This design comes from an exercise in tuning for small area, a short achievable clock period and few clock cycles on the open sky130 flow, not from production work.
In this exercise RTL edits were held to simulation tests only and were not proved equivalent to the original.

File: flow/design.v
`timescale 1ns/1ps
module muldiv_unit(
    input  logic clk,
    input  logic rst_n,
    input                muldiv_start, 
    input [2:0]          muldiv_op, 
    input [32-1:0]    muldiv_a, 
    input [32-1:0]    muldiv_b, 
    input [1-1:0] muldiv_hart_id, 
    input [4:0]          muldiv_rd,
    output                muldiv_busy, 
    output                muldiv_done, 
    output [32-1:0]    muldiv_result, 
    output [1-1:0] muldiv_done_hart_id, 
    output [4:0]          muldiv_done_rd
);
    logic st_mul, st_div, st_sw1, st_sw2, st_fix1, st_fix2;
    logic busy_r, done_r;
    logic [32:0] x;       
    logic [37:0] h;       
    logic [31:0] l;       
    logic        msign;   
    logic [5:0]  n;       
    logic        op_rem;
    logic        sa, sb;  
    logic        sel_mulh, sel_rem, sel_l;
    logic [1-1:0]  tag_hid;
    logic [5-1:0] tag_rd;
    logic [37:0] y0, y1;
    logic        cc0, cin;
    wire [37:0] cs  = h ^ y0 ^ y1;
    wire [37:0] cc  = {((h[36:0] & y0[36:0]) | (h[36:0] & y1[36:0]) | (y0[36:0] & y1[36:0])), cc0};
    wire [37:0] s   = cs + cc + {37'd0, cin};
    wire q   = ~s[37];
    wire xnz = |x[31:0];
    logic [31:0] sm;
    always_comb begin
        sm = ~y0[31:0];
        sm = sm | (sm >> 1);
        sm = sm | (sm >> 2);
        sm = sm | (sm >> 4);
        sm = sm | (sm >> 8);
        sm = sm | (sm >> 16);
    end
    wire [31:0] lm = sm >> 1;    
    wire [47:0] v16 = {h[32:0], l[31:17]};
    wire [35:0] v4  = {h[32:0], l[31:29]};
    wire ok16 = (n >= 6'd16) && (!xnz || ((v16 & ~{16'd0, lm}) == 48'd0));
    wire ok4  = (n >= 6'd4)  && (!xnz || ((v4  & ~{4'd0,  lm}) == 36'd0));
    wire fill = !xnz;
    wire negres = op_rem ? sa : ((sa ^ sb) && xnz);
    wire last_div = ok16 ? (n == 6'd16) : ok4 ? (n == 6'd4) : (n == 6'd1);
    function automatic [2:0] bdec(input [2:0] b);    
        case (b)
            3'b001, 3'b010: bdec = 3'b100;
            3'b011:         bdec = 3'b010;
            3'b100:         bdec = 3'b011;
            3'b101, 3'b110: bdec = 3'b101;
            default:        bdec = 3'b000;
        endcase
    endfunction
    wire in_div  = muldiv_op[2];
    wire in_sa   = in_div & ~muldiv_op[0] & muldiv_a[31];
    wire in_sb   = in_div & ~muldiv_op[0] & muldiv_b[31];
    wire a_sext  = (muldiv_op == 3'd1) || (muldiv_op == 3'd3);
    wire b_sext  = (muldiv_op == 3'd1) || (in_div && !muldiv_op[0]);
    wire idle    = !busy_r;
    wire start   = idle && muldiv_start;
    wire mul_end = st_mul && (n == 6'd1);
    wire div_end = st_div && last_div;
    wire nx_mul  = (start && !in_div) || (st_mul && !mul_end);
    wire nx_sw1  = start && in_div && in_sa;
    wire nx_sw2  = st_sw1;
    wire nx_div  = (start && in_div && !in_sa) || st_sw2 ||
                   (st_div && !last_div);
    wire nx_fix1 = div_end && negres;
    wire nx_fix2 = st_fix1;
    wire nx_done = mul_end || (div_end && !negres) || st_fix2;
    always_ff @(posedge clk or negedge rst_n) begin
        if (!rst_n) begin
            st_mul <= 1'b0; st_div <= 1'b0; st_sw1 <= 1'b0; st_sw2 <= 1'b0;
            st_fix1 <= 1'b0; st_fix2 <= 1'b0;
            busy_r <= 1'b0;
            done_r <= 1'b0;
        end else begin
            st_mul  <= nx_mul;
            st_div  <= nx_div;
            st_sw1  <= nx_sw1;
            st_sw2  <= nx_sw2;
            st_fix1 <= nx_fix1;
            st_fix2 <= nx_fix2;
            busy_r  <= nx_mul | nx_div | nx_sw1 | nx_sw2 | nx_fix1 | nx_fix2;
            done_r  <= nx_done;
        end
    end
    logic [32:0] x_nx;
    always_comb begin
        if (idle)                     x_nx = {b_sext & muldiv_b[31], muldiv_b};
        else if (st_sw1 || st_sw2)    x_nx = {st_sw2 & sb & l[31], l[31:0]};
        else if (st_fix1)             x_nx = {1'b0, (op_rem ? h[32:1] : l[31:0])};
        else                          x_nx = x;
    end
    logic       nx_is_mul, nx_neg;
    logic [2:0] d0_nx, d1_nx;
    always_comb begin
        d0_nx = 3'b000;
        d1_nx = 3'b000;
        nx_is_mul = 1'b0;
        nx_neg = 1'b1;
        if (idle) begin
            nx_is_mul = !in_div;
            d0_nx = bdec({muldiv_a[2:1], 1'b0});
            d1_nx = bdec(muldiv_a[4:2]);
            nx_neg = !in_sa && !in_sb;
        end else if (st_mul) begin
            nx_is_mul = 1'b1;
            d0_nx = bdec(l[6:4]);
            d1_nx = bdec({(n == 6'd2) ? msign : l[8], l[7:6]});
        end else begin
            nx_neg = (st_sw1 || st_fix1) ? 1'b1 : ~sb;
        end
        if (!nx_is_mul) d1_nx = 3'b000;
    end
    wire [37:0] xn38 = {{5{x_nx[32]}}, x_nx};
    wire        m1 = !nx_is_mul;                  
    wire        m2 = nx_is_mul && d0_nx[2];       
    wire        m4 = nx_is_mul && d0_nx[1];       
    wire        n0 = nx_is_mul ? d0_nx[0] : nx_neg;
    always_ff @(posedge clk) begin
        x   <= x_nx;
        y0  <= {((({37{m1}} & xn38[37:1]) | ({37{m2}} & xn38[36:0]) | ({37{m4}} & {xn38[35:0], 1'b0})) ^ {37{n0}}),
                (m1 ? (xn38[0] ^ n0) : d1_nx[0])};
        y1  <= {(({35{d1_nx[2]}} & xn38[34:0]) | ({35{d1_nx[1]}} & {xn38[33:0], 1'b0})) ^ {35{d1_nx[0]}},
                {3{d1_nx[0]}}};
        cc0 <= nx_is_mul & d0_nx[0];
        cin <= n0;
    end
    always_ff @(posedge clk) begin
        if (idle) begin
            l        <= muldiv_a;
            msign    <= a_sext & muldiv_a[31];
            h        <= (in_div || !muldiv_a[0]) ? 38'd0 : {{6{b_sext & muldiv_b[31]}}, muldiv_b};
            n        <= in_div ? 6'd33 : 6'd8;
            op_rem   <= muldiv_op[1];
            sa       <= in_sa;
            sb       <= in_sb;
            sel_mulh <= ~in_div & (muldiv_op[1:0] != 2'b00);
            sel_rem  <= in_div & muldiv_op[1];
            sel_l    <= ~(in_div & muldiv_op[1]) & ~(~in_div & (muldiv_op[1:0] != 2'b00));
            tag_hid  <= muldiv_hart_id;
            tag_rd   <= muldiv_rd;
        end else if (st_mul) begin
            h <= {{4{s[37]}}, s[37:4]};
            l <= {s[3:0], l[31:4]};
            n <= n - 6'd1;
        end else if (st_div) begin
            if (ok16) begin
                h <= {5'd0, h[16:0], l[31:16]};
                l <= {l[15:0], {16{fill}}};
                n <= n - 6'd16;
            end else if (ok4) begin
                h <= {5'd0, h[28:0], l[31:28]};
                l <= {l[27:0], {4{fill}}};
                n <= n - 6'd4;
            end else begin
                h <= {5'd0, (q ? s[31:0] : h[31:0]), l[31]};
                l <= {l[30:0], q};
                n <= n - 6'd1;
            end
        end else begin
            h <= 38'd0;
            l <= s[31:0];
            if (st_fix2) begin
                sel_rem <= 1'b0;
                sel_l   <= 1'b1;
            end
        end
    end
    assign muldiv_busy         = busy_r;
    assign muldiv_done         = done_r;
    assign muldiv_result       = ({32{sel_mulh}} & h[31:0]) |
                                 ({32{sel_rem}}  & h[32:1]) |
                                 ({32{sel_l}}    & l[31:0]);
    assign muldiv_done_hart_id = tag_hid;
    assign muldiv_done_rd      = tag_rd;
endmodule
File: flow/flow/run.sh
#!/bin/bash
cp standard.sh standard.sh.txt
export SETUP_SLACK_MARGIN=7
export BUFFER_PORTS_ARGS="-buffer_cell sky130_fd_sc_hd__buf_1"
bash standard.sh > standard.log 2>&1
File: flow/standard.sh
#!/bin/bash
# synth_recipe.tcl (not shown) runs the flow's synth.tcl, then flattens the netlist and writes it again
# the make line also repeats each setting of config.mk as NAME=value (left out here)
make -C /OpenROAD-flow-scripts/flow DESIGN_CONFIG=/design/flow/config.mk WORK_HOME=/design/flow/orfs CLKGATE_MAP_FILE= SYNTH_SCRIPT=/design/flow/synth_recipe.tcl "${@:-finish}"
File: flow/config.mk
export PLATFORM = sky130hd
export DESIGN_NAME = muldiv_unit
export DESIGN_NICKNAME = muldiv_unit
export VERILOG_FILES = /design/flow/design.v
export SDC_FILE = /design/flow/constraint.sdc
export NUM_CORES = 4
export LEC_CHECK = 0
export CAP_MARGIN = 20
export CORE_MARGIN = 2
export CORE_UTILIZATION = 25
export PLACE_DENSITY = 0.5
export SLEW_MARGIN = 20
File: flow/constraint.sdc
create_clock -name core_clock -period 11.0 [get_ports {clk}]
set_input_delay 2.2000 -clock core_clock [delete_from_list [all_inputs] [get_ports {clk}]]
set_output_delay 2.2000 -clock core_clock [all_outputs]
set_load 0.01 [all_outputs]
==> results by group, run 1 <==
Yosys
  – Async SR Flop Fraction: 0.04040
  – Mapped Cells: 1,656
  – EDFF count, synth: 19
  – Top FF cell, synth: dfxtp_1
  – Syn avg cell area: 8.535 µm²
  – Seq/Total Area, Yosys: 0.2967
  – Number of synthesized register bits: 198
  – Cell taking the most area after synthesis: dfxtp_1
  – Post-Syn Area: 14,130 µm²
  – Largest cells by area after synthesis: dfxtp_1 24%, xnor2_1 5.9%, fa_1 5.5%, o21ai_0 5.4%, ha_1 4.3%
  – Post-synth top area share: 0.2422
  – Yosys cell types: 76
  – Yosys warning count: 1
  – Syn Nets: 1,820

Worst setup path
  – Critical path required time: 8800 ps
  – R2R depth: 16
  – Crit path kind: register to output pin
  – Max incr delay on CP: 500 ps
  – Critical path endpoint category: output pin
  – CP max FO: 16
  – CP arrival: 2040 ps
  – Slowest library cell on the worst path: a222oi_1
  – Startpoint type of the worst setup path: register
  – CP cell instances: buf_4 > clkbuf_16 > a222oi_1 > inv_1 > buf_1

Routing
  – DR iter-0 viols: 1,872
  – Vias per cell: 5.793
  – First-pass detailed-route iteration total: 6
  – DR WL/cell: 26.20 µm
  – Routed vias: 14.41k
  – Remaining DRCs: 0
  – Final WL: 65,150 µm
  – Final ANT Viol Nets: 0

Cells and area
  – Area of the multi-input gates: 9470 µm²
  – Nets: 1,882
  – Area Overhead vs Synth: 16.92%
  – Util after Layout: 0.2942
  – Fillers: 6,041
  – Ant. Diodes: 0
  – Final non-filler cell total: 2,487
  – Layout cells sized above 1: 0.1179
  – Register area: 4242 µm²

Placed design
  – Placed Instances: 2,435
  – Detailed Place HPWL: 46,670 µm
  – Gpl congestion: 0.9434
  – Port bufs: 115

STA
  – Final period util: 0.3856
  – RSZ-0062 raised after global routing: true
  – Fin crit period: 4242 ps
  – Slew Limit Fails: 0
  – Worst-Margin Slew: 1175 ps
  – TNS Setup: 0 ps
  – Skew final: 17.08 ps
  – Final setup violation count: 0
  – Fin. Hold Viols: 0
  – Fmax: 235.8 MHz
  – Max_slew headroom: 0.2135
  – Post-Route Hold Slack: 405.9 ps

Clock network
  – TritonCTS Buffers: 17
  – CTS tree: done
  – CTS root buf: clkbuf_16
  – Clock Path Buffers: 2
  – Clock transition at path regs: 80 ps
  – Clock latency (worst-skew pair): 480 ps
  – Sink Count: 198
  – H-tree depth: 4

Global route
  – M3 GR Usage: 0.03152
  – GRT Total Usage: 0.2142
  – Vias in the first global route: 13.67k
  – Grt ovf: 0
  – Initial antenna violation count: 2
  – Met2 global-route usage: 0.3456
  – Global Route met1 Usage: 0.2843
  – Busiest grt layer: met2
  – Largest net degree at the start of global routing: 87
  – Global-route wire length before repair: 94,420 µm

Floorplanning
  – Std-Cell Rows: 87
  – Core ar.: 56,170 µm²
  – Die width: 241.8 µm
  – Die Area: 58,450 µm²
  – Die span in y: 241.8 µm
  – Initial core utilization: 0.2516
  – Total I/O pin count: 116

Hold path
  – Hold Path Class: register to register
  – Worst Hold Path Cells: 0

Run status
  – Run status: finished clean

Job
  – Max Cap Viol: 0
==> cell usage after synthesis, types with 38 or more instances <==
cell type,count
nor2b_1,47
a221o_1,60
mux2i_1,56
a22oi_1,38
nand3_1,38
o21ai_0,152
clkbuf_1,105
ha_1,49
fa_1,39
xnor2_1,96
nor2_1,70
nand2_1,142
a21oi_1,98
dfxtp_1,171
a222oi_1,40
a21o_1,47
inv_1,63
==> sequential cells by signal (all words and copies together), names as in the netlist, 5 cells and up <==
register,flops
h,34
l,32
n,6
tag_rd,5
x,33
y0,35
y1,35
==> through the flow <==
stage                     area [µm²]  worst slack, ps
after detailed placement       15330             6238
final                          16520             6758
after CTS                      16210             6766
after global routing           16520             6770
after global placement         15330             6277
after floorplan                14130             7079
==> layer usage <==
metal / part of all wire / wire (µm)
met1: 0.42 / 27470
met2: 0.46 / 29780
met3: 0.078 / 5054
met4: 0.043 / 2828
met5: 0.00028 / 18
==> final cells by class <==
cell class | count | share of cell area
inverter | 65 | 0.01529
sequential | 198 | 0.2567
multi-input combinational | 1262 | 0.5731
clock buffer | 17 | 0.02574
tap | 756 | 0.05724
timing repair buffer | 174 | 0.06338
clock inverter | 15 | 0.008556
==> placed cells by master, fill, tap and decap left out, types with 16 or more instances in the layout <==
cell and n:
inv_1 62, o21ai_0 147, nand3_1 37, o221ai_1 32, dfxtp_1 139, a31oi_1 16
a221o_1 60, edfxtp_1 19, and3_1 19, buf_1 110, nor2_1 64, xnor2_1 92
dfxtp_2 31, clkbuf_16 19, ha_1 47, a21o_1 47, buf_4 45, a22oi_1 38
mux2i_1 56, and2_1 16, a21oi_1 93, fa_1 37, nand2_1 141, nor2b_1 44
a222oi_1 40
==> path summary, 6_finish.rpt <==
check                                        start               end  slack, ps
worst max-delay path            sel_mulh$_DFFE_PN_  muldiv_result[0]       6760
worst min-delay path              st_sw1$_DFF_PN0_  st_sw2$_DFF_PN0_        410
worst max register to register        h[0]$_DFF_P_     h[32]$_DFF_P_       7040
worst min register to register    st_sw1$_DFF_PN0_  st_sw2$_DFF_PN0_        410
max in group asynchronous                    rst_n  busy_r$_DFF_PN0_       9030
min in group asynchronous                    rst_n  done_r$_DFF_PN0_       1630
==> worst max-delay path: cells and delay by family (launching register included) <==
kind            cells  cell delay (ps)
compound gates      1              500
buf+inv             4              610
flops               1              430
==> cell families after synthesis <==
group,Yosys count,share of synthesized area
and+or+nand+nor,403,0.1392
buffers and inverters,196,0.05489
DFF,198,0.2967
muxes,67,0.04842
AOI/OAI and AO/OA,597,0.2959
xor gates and xnor gates,107,0.06631
adders and majority gates,88,0.09862
==> timing repair <==
item,4_1_cts,5_1_grt
buffers inserted,8,8
hold buffers,0,0
resized for setup,52,58
setup endpoints to repair,113,106
gates cloned,2,2
pin swaps,27,22
Testbench counts, summed over its fixed seeds: cycles 114,349.
==> run 2: changes to the inputs <==
--- a/flow/design.v
+++ b/flow/design.v
@@ -25,3 +25,3 @@
     logic        sa, sb;  
-    logic        sel_mulh, sel_rem, sel_l;
+    logic        sel_mulh, sel_rem;
     logic [1-1:0]  tag_hid;
@@ -45,9 +45,9 @@
     wire [31:0] lm = sm >> 1;    
-    wire [47:0] v16 = {h[32:0], l[31:17]};
-    wire [35:0] v4  = {h[32:0], l[31:29]};
-    wire ok16 = (n >= 6'd16) && (!xnz || ((v16 & ~{16'd0, lm}) == 48'd0));
-    wire ok4  = (n >= 6'd4)  && (!xnz || ((v4  & ~{4'd0,  lm}) == 36'd0));
+    wire [61:0] va = {h[32:0], l[31:3]};
+    wire [34:0] vb = {h[32:0], l[31:30]};
+    wire oka = (n >= 6'd30) && (!xnz || ((va & ~{30'd0, lm}) == 62'd0));
+    wire okb = (n >= 6'd3) && (!xnz || ((vb & ~{3'd0, lm}) == 35'd0));
     wire fill = !xnz;
     wire negres = op_rem ? sa : ((sa ^ sb) && xnz);
-    wire last_div = ok16 ? (n == 6'd16) : ok4 ? (n == 6'd4) : (n == 6'd1);
+    wire last_div = oka ? (n == 6'd30) : okb ? (n == 6'd3) : (n == 6'd1);
     function automatic [2:0] bdec(input [2:0] b);    
@@ -148,3 +148,2 @@
             sel_rem  <= in_div & muldiv_op[1];
-            sel_l    <= ~(in_div & muldiv_op[1]) & ~(~in_div & (muldiv_op[1:0] != 2'b00));
             tag_hid  <= muldiv_hart_id;
@@ -153,13 +152,13 @@
             h <= {{4{s[37]}}, s[37:4]};
-            l <= {s[3:0], l[31:4]};
+            l <= (sel_mulh && n == 6'd1) ? s[35:4] : {s[3:0], l[31:4]};
             n <= n - 6'd1;
         end else if (st_div) begin
-            if (ok16) begin
-                h <= {5'd0, h[16:0], l[31:16]};
-                l <= {l[15:0], {16{fill}}};
-                n <= n - 6'd16;
-            end else if (ok4) begin
-                h <= {5'd0, h[28:0], l[31:28]};
-                l <= {l[27:0], {4{fill}}};
-                n <= n - 6'd4;
+            if (oka) begin
+                h <= {5'd0, h[2:0], l[31:2]};
+                l <= {l[1:0], {30{fill}}};
+                n <= n - 6'd30;
+            end else if (okb) begin
+                h <= {5'd0, h[29:0], l[31:29]};
+                l <= {l[28:0], {3{fill}}};
+                n <= n - 6'd3;
             end else begin
@@ -174,3 +173,2 @@
                 sel_rem <= 1'b0;
-                sel_l   <= 1'b1;
             end
@@ -180,5 +178,3 @@
     assign muldiv_done         = done_r;
-    assign muldiv_result       = ({32{sel_mulh}} & h[31:0]) |
-                                 ({32{sel_rem}}  & h[32:1]) |
-                                 ({32{sel_l}}    & l[31:0]);
+    assign muldiv_result       = sel_rem ? h[32:1] : l[31:0];
     assign muldiv_done_hart_id = tag_hid;
==> run 2 against run 1 <==
Net effect:
- still clean
- final cell count increased by 3.6%
- first-iteration DRC count shrank 7.3%
- wire length grew 5.3%
- global-route usage is 0.52 points higher
- hold slack better by 9.0 ps
- utilization up 0.13 points
- die area up 4.1%
- critical path type is now register to register
- critical endpoint is now h[32]$_DFF_P_
==> results by group, run 2 <==
Run status
  – Run status: finished clean

Worst setup path
  – Most frequent CP cell: o211ai_1
  – Critical path endpoint category: register
  – CP Buf/Inv Count: 3
  – Slowest library cell on the worst path: fa_1
  – Max incr delay on CP: 540 ps
  – CP arrival: 4390 ps
  – Crit path kind: register to register
  – Critical path required time: 11,370 ps
  – CP delay by family, top: compound AO/OA/AOI/OAI gates
  – CP cell instances: fa_1 > inv_2 > fa_2 > fa_2 > nor2b_4 > o211ai_1 > a211oi_2 > o211ai_1 > buf_4 > buf_4 > a2111oi_4 > nor3_2 > o41ai_2 > mux2i_1 > o211ai_1
  – CP max FO: 5
  – Startpoint type of the worst setup path: register

Yosys
  – Yosys warning count: 1
  – Synth cell count leaders: 171 x dfxtp_1, 150 x nand2_1, 148 x o21ai_0
  – Count leader, synth: dfxtp_1
  – Largest cells by area after synthesis: dfxtp_1 23%, mux2i_1 7.1%, fa_1 5.3%, o21ai_0 5.0%, xnor2_1 5.0%
  – EDFF count, synth: 18
  – Syn avg cell area: 8.558 µm²
  – Mapped Cells: 1,720
  – Async SR Flop Fraction: 0.04061
  – Syn Nets: 1,883
  – Seq/Total Area, Yosys: 0.2829
  – Number of synthesized register bits: 197
  – Post-synth top area share: 0.2326
  – Cell taking the most area after synthesis: dfxtp_1
  – Yosys cell types: 81
  – Post-Syn Area: 14,720 µm²
  – Top FF cell, synth: dfxtp_1

Floorplanning
  – Std-Cell Rows: 88
  – Die Area: 60,830 µm²
  – Total I/O pin count: 116
  – Die width: 246.6 µm
  – Die span in y: 246.6 µm
  – Core ar.: 57,920 µm²
  – Initial core utilization: 0.2541

Routing
  – Vias per cell: 5.833
  – Remaining DRCs: 0
  – Routed vias: 15.03k
  – Final ANT Viol Nets: 0
  – DR iter-0 viols: 1,736
  – First-pass detailed-route iteration total: 6
  – Final WL: 68,600 µm
  – DR WL/cell: 26.63 µm

STA
  – TNS Setup: 0 ps
  – Max_slew headroom: 0.2385
  – Post-Route Hold Slack: 415.0 ps
  – Final setup violation count: 0
  – Skew final: 19.69 ps
  – Fin. Hold Viols: 0
  – Worst-Margin Slew: 1113 ps
  – Slew Limit Fails: 0
  – RSZ-0062 raised after global routing: true
  – Final period util: 0.3649
  – Fmax: 249.1 MHz
  – Fin crit period: 4014 ps

Clock network
  – CTS tree: done
  – CTS Hold Bufs: 0
  – H-tree depth: 4
  – Clock transition at path regs: 80 ps
  – Clock latency (worst-skew pair): 510 ps
  – TritonCTS Buffers: 17
  – Sink Count: 197
  – Clock Path Buffers: 2
  – CTS root buf: clkbuf_16

Job
  – Max Cap Viol: 0

Cells and area
  – Fillers: 6,195
  – Util after Layout: 0.2955
  – Ant. Diodes: 0
  – Nets: 1,962
  – Most frequent cells in the layout: 149 x nand2_1, 143 x o21ai_0, 140 x dfxtp_1, 120 x a21oi_1, 115 x buf_1
  – Area Overhead vs Synth: 16.25%
  – Layout cells sized above 1: 0.1425
  – Commonest non-fill, non-tap cell in the layout: nand2_1
  – Biggest regs: y0 (35), y1 (35), h (34)

Hold path
  – Hold Path Class: register to register

Placed design
  – Port bufs: 115
  – Gpl congestion: 0.9274
  – Detailed Place HPWL: 48,180 µm

Global route
  – Vias in the first global route: 14.51k
  – Initial antenna violation count: 1
  – Global-route wire length before repair: 98,640 µm
  – Largest net degree at the start of global routing: 69
  – Grt ovf: 0
  – GRT Total Usage: 0.2193
## run 2: metal layers
| metal | global-route usage | up-vias | part of all wire |
|---|---|---|---|
| met5 | 0 | - | 0.00016 |
| met2 | 0.3472 | 841 | 0.45 |
| li1 | - | 6589 | - |
| met3 | 0.05240 | 157 | 0.089 |
| met4 | 0.08009 | 2 | 0.035 |
| met1 | 0.2888 | 7438 | 0.43 |
## run 2: worst paths after layout
| kind | start | endpoint | slack [ps] | cells past startpoint |
|---|---|---|---|---|
| setup / recovery | h[0]$_DFF_P_ | h[32]$_DFF_P_ | 6990 | 15 |
| hold / removal | st_sw1$_DFF_PN0_ | st_sw2$_DFF_PN0_ | 410 | 0 |
| setup reg to reg | h[0]$_DFF_P_ | h[32]$_DFF_P_ | 6990 | 15 |
| hold reg to reg | st_sw1$_DFF_PN0_ | st_sw2$_DFF_PN0_ | 410 | 0 |
| max in group asynchronous | rst_n | busy_r$_DFF_PN0_ | 9080 | 1 |
| min in group asynchronous | rst_n | st_fix1$_DFF_PN0_ | 1600 | 1 |
## run 2: kinds of logic (layout without fill, tap and decap cells)
group / Yosys count / after routing / synth area share
buf+inv: 184 / 273 / 0.05109
mux: 168 / 168 / 0.1197
flops: 197 / 197 / 0.2829
simple gates: 407 / 409 / 0.1364
xor+xnor: 102 / 102 / 0.06069
compound gates: 575 / 575 / 0.2554
fa+ha+maj: 87 / 87 / 0.09385
## run 2: per-stage QoR
stage | cells | setup WS, ps | area [µm²]
6_report | 2576 | 6986 | 17110
5_1_grt | 2576 | 6847 | 17110
4_1_cts | 2561 | 6954 | 16800
3_5_place_dp | 2509 | 6216 | 15900
3_3_place_gp | 2509 | 6293 | 15900
2_1_floorplan | 1720 | 6990 | 14720
## run 2: layout make-up
class	count	area [µm²]	area share
multi-input combinational	1341	10150	0.5929
clock inverter	11	126.4	0.007385
inverter	67	251.5	0.01470
clock buffer	20	446.7	0.02610
timing repair buffer	175	973.4	0.05689
sequential	197	4210	0.2461
tap	765	957.2	0.05594
## run 2: what timing repair did
item,4_1_cts,5_1_grt
pin swaps,7,22
cloned,1,3
setup endpoints to repair,103,111
setup buffers,20,12
gates resized for setup,43,49
Testbench counts of run 2, summed over its fixed seeds: cycles 112,157.
==> run 3: changes to the inputs <==
--- a/flow/design.v
+++ b/flow/design.v
@@ -45,9 +45,9 @@
     wire [31:0] lm = sm >> 1;    
-    wire [61:0] va = {h[32:0], l[31:3]};
-    wire [34:0] vb = {h[32:0], l[31:30]};
-    wire oka = (n >= 6'd30) && (!xnz || ((va & ~{30'd0, lm}) == 62'd0));
-    wire okb = (n >= 6'd3) && (!xnz || ((vb & ~{3'd0, lm}) == 35'd0));
+    wire [59:0] va = {h[32:0], l[31:5]};
+    wire [35:0] vb = {h[32:0], l[31:29]};
+    wire oka = (n >= 6'd28) && (!xnz || ((va & ~{28'd0, lm}) == 60'd0));
+    wire okb = (n >= 6'd4) && (!xnz || ((vb & ~{4'd0, lm}) == 36'd0));
     wire fill = !xnz;
     wire negres = op_rem ? sa : ((sa ^ sb) && xnz);
-    wire last_div = oka ? (n == 6'd30) : okb ? (n == 6'd3) : (n == 6'd1);
+    wire last_div = oka ? (n == 6'd28) : okb ? (n == 6'd4) : (n == 6'd1);
     function automatic [2:0] bdec(input [2:0] b);    
@@ -156,9 +156,9 @@
             if (oka) begin
-                h <= {5'd0, h[2:0], l[31:2]};
-                l <= {l[1:0], {30{fill}}};
-                n <= n - 6'd30;
+                h <= {5'd0, h[4:0], l[31:4]};
+                l <= {l[3:0], {28{fill}}};
+                n <= n - 6'd28;
             end else if (okb) begin
-                h <= {5'd0, h[29:0], l[31:29]};
-                l <= {l[28:0], {3{fill}}};
-                n <= n - 6'd3;
+                h <= {5'd0, h[28:0], l[31:28]};
+                l <= {l[27:0], {4{fill}}};
+                n <= n - 6'd4;
             end else begin
==> run 3 against run 2 <==
Net effect:
- still clean on timing, DRC and antenna
- hold slack gained 110 ps
- count of clock-buffer cells in the layout grew 2
- via count shrank 3.1%
- clock skew shrank 4.8 ps
- synthesized cell count shrank 4.8%
- first-iteration DRC count grew 8.2%
- synthesized area shrank 4.2%
- utilization grew 0.078 points
- largest cell class unchanged
==> results by group, run 3 <==
Worst setup path
  – Startpoint type of the worst setup path: register
  – Crit path kind: register to register
  – Max incr delay on CP: 560 ps
  – CP arrival: 4380 ps
  – Critical path endpoint category: register
  – CP max FO: 5
  – Slowest library cell on the worst path: a2111o_1
  – Critical path required time: 11,330 ps
  – CP cell instances: fa_1 > inv_2 > fa_2 > nor2b_2 > o2111ai_2 > a2111o_1 > nand3_4 > a21oi_4 > o41ai_4 > xnor2_4 > buf_6 > buf_12 > mux2i_2 > o221ai_1

Yosys
  – Yosys warning count: 1
  – Post-Syn Area: 14,090 µm²
  – Async SR Flop Fraction: 0.04061
  – Mapped Cells: 1,638
  – Seq/Total Area, Yosys: 0.2954
  – Count leader, synth: dfxtp_1
  – Largest cells by area after synthesis: dfxtp_1 24%, mux2i_1 7.1%, xnor2_1 5.7%, fa_1 5.5%, a21oi_1 4.6%
  – EDFF count, synth: 18
  – Cell taking the most area after synthesis: dfxtp_1
  – Top FF cell, synth: dfxtp_1
  – Post-synth top area share: 0.2429
  – Synth cell count leaders: 171 x dfxtp_1, 167 x nand2_1, 130 x a21oi_1
  – Syn Nets: 1,799
  – Syn avg cell area: 8.605 µm²
  – Yosys cell types: 73
  – Number of synthesized register bits: 197

Cells and area
  – Most frequent cells in the layout: 165 x nand2_1, 155 x dfxtp_1, 125 x a21oi_1, 114 x buf_1, 97 x mux2i_1
  – Util after Layout: 0.2962
  – Area Overhead vs Synth: 17.83%
  – Commonest non-fill, non-tap cell in the layout: nand2_1
  – Cell area after layout: 16,610 µm²
  – Layout cells sized above 1: 0.1183
  – Ant. Diodes: 0
  – Fillers: 5,945
  – Final non-filler cell total: 2,481
  – Biggest regs: y0 (35), y1 (35), h (34)
  – Nets: 1,873

Run status
  – Run status: finished clean

STA
  – Final setup violation count: 0
  – Fin. Hold Viols: 0
  – RSZ-0062 raised after global routing: true
  – Skew final: 14.87 ps
  – Max_slew headroom: 0.3692
  – Fin crit period: 4044 ps
  – TNS Setup: 0 ps
  – Setup slack after layout: 6956 ps
  – Slew Limit Fails: 0
  – Fmax: 247.3 MHz
  – Worst-Margin Slew: 946.2 ps
  – Final period util: 0.3677

Global route
  – Grt ovf: 0
  – GRT Total Usage: 0.2266
  – Vias in the first global route: 14.01k
  – Global-route wire length before repair: 96,460 µm
  – Largest net degree at the start of global routing: 68
  – Initial antenna violation count: 0

Floorplanning
  – Die Area: 58,290 µm²
  – Initial core utilization: 0.2514
  – Total I/O pin count: 116
  – Die width: 241.4 µm
  – Core ar.: 56,060 µm²
  – Std-Cell Rows: 87
  – Die span in y: 241.4 µm

Routing
  – Routed vias: 14.56k
  – DR WL/cell: 27.16 µm
  – Final WL: 67,390 µm
  – Final ANT Viol Nets: 0
  – Vias per cell: 5.867
  – DR iter-0 viols: 1,879
  – Remaining DRCs: 0
  – First-pass detailed-route iteration total: 6

Placed design
  – Gpl congestion: 0.9142
  – Placed inst area: 15,370 µm²
  – Placed Instances: 2,432
  – Port bufs: 115
  – Detailed Place HPWL: 46,820 µm
  – Pre-CTS setup slack: 6019 ps

Clock network
  – Sink Count: 197
  – CTS root buf: clkbuf_16
  – Clock transition at path regs: 80 ps
  – TritonCTS Buffers: 17
  – CTS tree: done
  – Clock latency (worst-skew pair): 480 ps
  – H-tree depth: 4
  – Clock Path Buffers: 2

Job
  – Max Cap Viol: 0

Hold path
  – Hold Path Class: register to register
==> run 3: cell count changes after synthesis, moves of 18 or more <==
cell      change
o22ai_1      -28
o21ai_1      +21
mux2_2       -25
o221ai_1     -26
o21ai_0      -91
and3_1       -23
a22oi_1      +32
inv_1        -24
a22o_1       +18
o211ai_1     +22
nor2_1       +30
a221oi_1     +23
==> run 3: final timing paths <==
path | cells after the start | start | slack (ps) | end
max | 14 | h[0]$_DFF_P_ | 6960 | h[25]$_DFF_P_
min | 2 | st_fix2$_DFF_PN0_ | 520 | done_r$_DFF_PN0_
max reg2reg | 14 | h[0]$_DFF_P_ | 6960 | h[25]$_DFF_P_
min reg2reg | 2 | st_fix2$_DFF_PN0_ | 520 | done_r$_DFF_PN0_
max in group asynchronous | 1 | rst_n | 9040 | busy_r$_DFF_PN0_
min in group asynchronous | 1 | rst_n | 1620 | done_r$_DFF_PN0_
==> run 3: area by class of cell <==
cell class	count	area (µm²)	area share
repair buffers	166	973.4	0.05862
clock inverters	10	131.4	0.007911
inverters	44	167.7	0.01010
well taps	756	945.9	0.05696
flip-flops and latches	197	4189	0.2522
multi-input cells	1286	9713	0.5849
clock buffers	22	486.7	0.02931
==> run 3: cells by family (layout without fill, tap and decap cells) <==
logic type / after synthesis / count (layout) / share of synthesized area
AOI/OAI and AO/OA: 538 / 539 / 0.2608
xor gates and xnor gates: 106 / 106 / 0.06587
adders and majority gates: 85 / 85 / 0.09623
buffers and inverters: 156 / 242 / 0.04305
DFF: 197 / 197 / 0.2954
muxes: 140 / 140 / 0.1030
and+or+nand+nor: 416 / 416 / 0.1356
==> run 3: worst max-delay path, delay by kind of cell, from the launching register on <==
| kind | cells | cell delay, ps |
|---|---|---|
| AO/OA/AOI/OAI | 5 | 1440 |
| adder cells (fa/ha/maj) | 2 | 920 |
| flip-flops | 1 | 390 |
| buffers and inverters | 3 | 390 |
| AND/OR/NAND/NOR | 2 | 310 |
| XOR/XNOR | 1 | 220 |
| multiplexers | 1 | 220 |
==> run 3: per-layer routing <==
layer	GRT usage	vias up	wire length, µm
li1	-	6274	-
met1	0.3101	7084	28340
met2	0.3379	1015	29010
met3	0.04763	182	7231
met4	0.1085	0	2806
met5	0	-	0
==> run 3: what timing repair did <==
item                                    in CTS  in global routing
pin swaps                                    6                 13
cloned                                       3                  3
hold buffers                                 0                  0
endpoints found under the setup margin     166                118
setup buffers                                4                  6
gates resized for setup                     46                 52
==> run 3: through the flow <==
stage               hold WS, ps
global route              566.2
global placement          511.8
finish                    520.5
floorplan                 351.9
CTS                       521.0
detailed placement        511.2
Testbench counts of run 3, summed over its fixed seeds: cycles 112,852.
==> run 4: changes to the inputs <==
--- a/flow/design.v
+++ b/flow/design.v
@@ -16,3 +16,3 @@
 );
-    logic st_mul, st_div, st_sw1, st_sw2, st_fix1, st_fix2;
+    logic st_mul, st_div, st_sw, st_fix1, st_fix2;
     logic busy_r, done_r;
@@ -71,5 +71,4 @@
     wire nx_mul  = (start && !in_div) || (st_mul && !mul_end);
-    wire nx_sw1  = start && in_div && in_sa;
-    wire nx_sw2  = st_sw1;
-    wire nx_div  = (start && in_div && !in_sa) || st_sw2 ||
+    wire nx_sw   = start && in_div && in_sa;
+    wire nx_div  = (start && in_div && !in_sa) || st_sw ||
                    (st_div && !last_div);
@@ -80,3 +79,3 @@
         if (!rst_n) begin
-            st_mul <= 1'b0; st_div <= 1'b0; st_sw1 <= 1'b0; st_sw2 <= 1'b0;
+            st_mul <= 1'b0; st_div <= 1'b0; st_sw <= 1'b0;
             st_fix1 <= 1'b0; st_fix2 <= 1'b0;
@@ -87,7 +86,6 @@
             st_div  <= nx_div;
-            st_sw1  <= nx_sw1;
-            st_sw2  <= nx_sw2;
+            st_sw   <= nx_sw;
             st_fix1 <= nx_fix1;
             st_fix2 <= nx_fix2;
-            busy_r  <= nx_mul | nx_div | nx_sw1 | nx_sw2 | nx_fix1 | nx_fix2;
+            busy_r  <= nx_mul | nx_div | nx_sw | nx_fix1 | nx_fix2;
             done_r  <= nx_done;
@@ -98,3 +96,2 @@
         if (idle)                     x_nx = {b_sext & muldiv_b[31], muldiv_b};
-        else if (st_sw1 || st_sw2)    x_nx = {st_sw2 & sb & l[31], l[31:0]};
         else if (st_fix1)             x_nx = {1'b0, (op_rem ? h[32:1] : l[31:0])};
@@ -113,3 +110,3 @@
             d1_nx = bdec(muldiv_a[4:2]);
-            nx_neg = !in_sa && !in_sb;
+            nx_neg = !in_sb;
         end else if (st_mul) begin
@@ -119,3 +116,3 @@
         end else begin
-            nx_neg = (st_sw1 || st_fix1) ? 1'b1 : ~sb;
+            nx_neg = st_fix1 ? 1'b1 : ~sb;
         end
@@ -124,6 +121,7 @@
     wire [37:0] xn38 = {{5{x_nx[32]}}, x_nx};
-    wire        m1 = !nx_is_mul;                  
+    wire        neg_a = idle && in_sa;            
+    wire        m1 = !nx_is_mul && !neg_a;        
     wire        m2 = nx_is_mul && d0_nx[2];       
     wire        m4 = nx_is_mul && d0_nx[1];       
-    wire        n0 = nx_is_mul ? d0_nx[0] : nx_neg;
+    wire        n0 = nx_is_mul ? d0_nx[0] : (nx_neg && !neg_a);
     always_ff @(posedge clk) begin
@@ -135,3 +133,3 @@
         cc0 <= nx_is_mul & d0_nx[0];
-        cin <= n0;
+        cin <= n0 | neg_a;
     end
@@ -141,3 +139,4 @@
             msign    <= a_sext & muldiv_a[31];
-            h        <= (in_div || !muldiv_a[0]) ? 38'd0 : {{6{b_sext & muldiv_b[31]}}, muldiv_b};
+            h        <= in_sa ? {6'h3f, ~muldiv_a} :
+                        (in_div || !muldiv_a[0]) ? 38'd0 : {{6{b_sext & muldiv_b[31]}}, muldiv_b};
             n        <= in_div ? 6'd33 : 6'd8;
==> run 4 against run 3 <==
Net effect:
- wire length is 0.84% higher
- highest routed layer unchanged
- die area is 4.6% higher
- first-iteration DRC count is 3.2% higher
- utilization is 0.83 points lower
- maximum frequency is 2.3% higher
- sequential share of layout area is 0.49 points lower
- flip-flop and latch count is 1 lower
- clock skew is 5.4 ps higher
- synthesized area is 4.7% higher
==> results by group, run 4 <==
Worst setup path
  – CP max FO: 7
  – Critical path required time: 11,330 ps
  – Reg2reg setup slack: 7050 ps
  – Most frequent CP cell: o211ai_1
  – Startpoint type of the worst setup path: register
  – Critical path endpoint category: register
  – CP arrival: 4290 ps
  – CP Buf/Inv Count: 1
  – Crit path kind: register to register
  – CP cell instances: fa_1 > ha_1 > and3_1 > and2_1 > o211ai_1 > nand3_2 > o2111ai_4 > a211oi_2 > buf_4 > o21ai_4 > a21boi_1 > o31ai_2 > o211ai_1
  – Max incr delay on CP: 490 ps
  – CP delay by family, top: compound AO/OA/AOI/OAI gates
  – Slowest library cell on the worst path: fa_1

Placed design
  – Port bufs: 115
  – Gpl congestion: 0.9572
  – Placed Instances: 2,559
  – Detailed Place HPWL: 48,300 µm
  – Pre-CTS setup slack: 5526 ps

Yosys
  – EDFF count, synth: 18
  – Yosys cell types: 87
  – Syn avg cell area: 8.350 µm²
  – Post-Syn Area: 14,750 µm²
  – Syn Nets: 1,928
  – Cell taking the most area after synthesis: dfxtp_1
  – Top FF cell, synth: dfxtp_1
  – Seq/Total Area, Yosys: 0.2805
  – Mapped Cells: 1,767
  – Largest cells by area after synthesis: dfxtp_1 23%, mux2i_1 6.7%, fa_1 5.3%, a21oi_1 5.0%, ha_1 3.9%
  – Post-synth top area share: 0.2320
  – Number of synthesized register bits: 196
  – Synth cell count leaders: 171 x dfxtp_1, 146 x a21oi_1, 130 x nor2_1
  – Count leader, synth: dfxtp_1
  – Async SR Flop Fraction: 0.03571
  – Yosys warning count: 1

STA
  – Fin crit period: 3955 ps
  – RSZ-0062 raised after global routing: true
  – Final period util: 0.3595
  – Setup slack after layout: 7045 ps
  – Fmax: 252.9 MHz
  – Final setup violation count: 0
  – Fin. Hold Viols: 0
  – Worst-Margin Slew: 1108 ps
  – Max_slew headroom: 0.2592
  – Post-Route Hold Slack: 479.7 ps
  – Skew final: 20.23 ps
  – Slew Limit Fails: 0
  – TNS Setup: 0 ps

Hold path
  – Hold Path Class: register to register

Global route
  – GRT Total Usage: 0.2201
  – Global-route wire length before repair: 99,680 µm
  – Largest net degree at the start of global routing: 68
  – Grt ovf: 0
  – Vias in the first global route: 14.57k
  – Initial antenna violation count: 0

Clock network
  – H-tree depth: 4
  – Clock transition at path regs: 80 ps
  – Sink Count: 196
  – Clock latency (worst-skew pair): 470 ps
  – TritonCTS Buffers: 17
  – CTS tree: done
  – CTS Hold Bufs: 0
  – Clock Path Buffers: 2
  – CTS root buf: clkbuf_16

Routing
  – Routed vias: 15.13k
  – Wl on met1: 28,830 µm
  – First-pass detailed-route iteration total: 8
  – DR WL/cell: 26.10 µm
  – Metal3 WL: 5960 µm
  – Final WL: 67,960 µm
  – Routed wl met2: 30,250 µm
  – Vias per cell: 5.809
  – DR iter-0 viols: 1,939
  – Max Used Layer: met4
  – Final ANT Viol Nets: 0
  – Remaining DRCs: 0

Floorplanning
  – Total I/O pin count: 116
  – Core ar.: 58,690 µm²
  – Initial core utilization: 0.2514
  – Std-Cell Rows: 89
  – Die width: 246.9 µm
  – Die span in y: 246.9 µm
  – Die Area: 60,980 µm²

Cells and area
  – Register area: 4179 µm²
  – Fillers: 6,269
  – Nets: 1,979
  – Layout cells sized above 1: 0.1081
  – Area of the multi-input gates: 10,110 µm²
  – Area Overhead vs Synth: 14.54%
  – Commonest non-fill, non-tap cell in the layout: dfxtp_1
  – Biggest regs: y0 (35), y1 (35), h (34)
  – Most frequent cells in the layout: 149 x dfxtp_1, 140 x a21oi_1, 126 x nor2_1, 114 x buf_1, 111 x nand2_1
  – Ant. Diodes: 0
  – Final non-filler cell total: 2,604

Job
  – Max Cap Viol: 0

Run status
  – Run status: finished clean
## run 4: cell types whose count changed after synthesis, sizes merged, moves of 17 or more
cell,delta
a211oi,+33
a21oi,+17
a221oi,-44
a22o,-19
a22oi,-18
inv,+38
nand2,-52
nor2,+38
o211ai,-20
o21ai,+56
o22a,+34
o22ai,+45
xnor2,-33
xor2,+39
## run 4: repair_timing
action / 4_1_cts / 5_1_grt
buffers inserted: 9 / 4
resized for setup: 41 / 46
endpoints found under the setup margin: 120 / 122
pin swaps: 6 / 11
## run 4: final timing paths
check	startpoint	end	cells after the start
worst max register to register	y0[16]$_DFF_P_	h[14]$_DFF_P_	13
max in group asynchronous	rst_n	st_fix1$_DFF_PN0_	1
worst max-delay path	y0[16]$_DFF_P_	h[14]$_DFF_P_	13
min in group asynchronous	rst_n	st_div$_DFF_PN0_	1
worst min-delay path	st_sw$_DFF_PN0_	st_div$_DFF_PN0_	2
worst min register to register	st_sw$_DFF_PN0_	st_div$_DFF_PN0_	2
## run 4: cell families (layout without fill, tap and decap cells)
kind of cell    Yosys count  in the layout  share of synthesized area
compound gates          649            649                     0.2911
buf+inv                 207            271                    0.05605
simple gates            389            389                     0.1238
fa+ha+maj                85             85                    0.09193
flops                   196            196                     0.2805
mux                     129            129                    0.09006
xor+xnor                112            112                    0.06649
## run 4: metrics by stage
step | utilization | instance area (µm²)
finish | 0.2880 | 16900
floorplan | - | 14750
detailed placement | 0.2715 | 15930
global placement | 0.2715 | 15930
global route | 0.2880 | 16900
CTS | 0.2850 | 16730
## run 4: per-layer routing
metal | GRT usage | vias to the layer above
met2 | 0.3452 | 923
met4 | 0.09266 | 0
met1 | 0.2962 | 7383
met3 | 0.03853 | 174
li1 | - | 6647
met5 | 0 | -
## run 4: tightest hold or removal path, stage by stage, from the launching register on
cell     delay (ps)
dfrtp_1         350
a31oi_1          40
nand2_1          60
## run 4: cell type report
cell class | count | area share
Sequential cell | 196 | 0.2473
Tap cell | 773 | 0.05723
Clock buffer | 20 | 0.02584
Timing Repair Buffer | 156 | 0.04598
Multi-Input combinational cell | 1364 | 0.5983
Inverter | 83 | 0.01866
Clock inverter | 12 | 0.006738
Testbench counts of run 4, summed over its fixed seeds: cycles 111,551.

## afterwards: timing with drivers on the ports
No port has a modelled driver above. Below, the same layouts with a new extraction and two added sets of constraints. Step 1 assumes that a clkbuf_16 drives the clock port and a buf_2 every other input. Step 2 also shifts input and output timing later by t, the mid clock arrival at the registers, as if the neighbouring blocks saw the same clock. Slacks: ideal / step 1 / step 2; pairs: ideal / step 1.
run	shift t [ns]	setup WS [ns]	hold WS [ns]	worst slew at a driven data input, ns	cell pins on the clock port's net
run 1	0.532	6.758 / 6.702 / 6.646	0.406 / 0.406 / 0.406	0.05	1
run 2	0.555	6.986 / 6.964 / 6.659	0.415 / 0.415 / 0.415	0.06	1
run 3	0.530	6.956 / 6.956 / 6.577	0.520 / 0.520 / 0.520	0.04	1
run 4	0.518	7.045 / 7.020 / 6.577	0.480 / 0.480 / 0.480	0.05	1
After both steps every run listed still meets setup and hold. For run 4, which loses most, drivers alone change the setup slack by -0.025 ns; drivers and shift together by -0.468 ns.
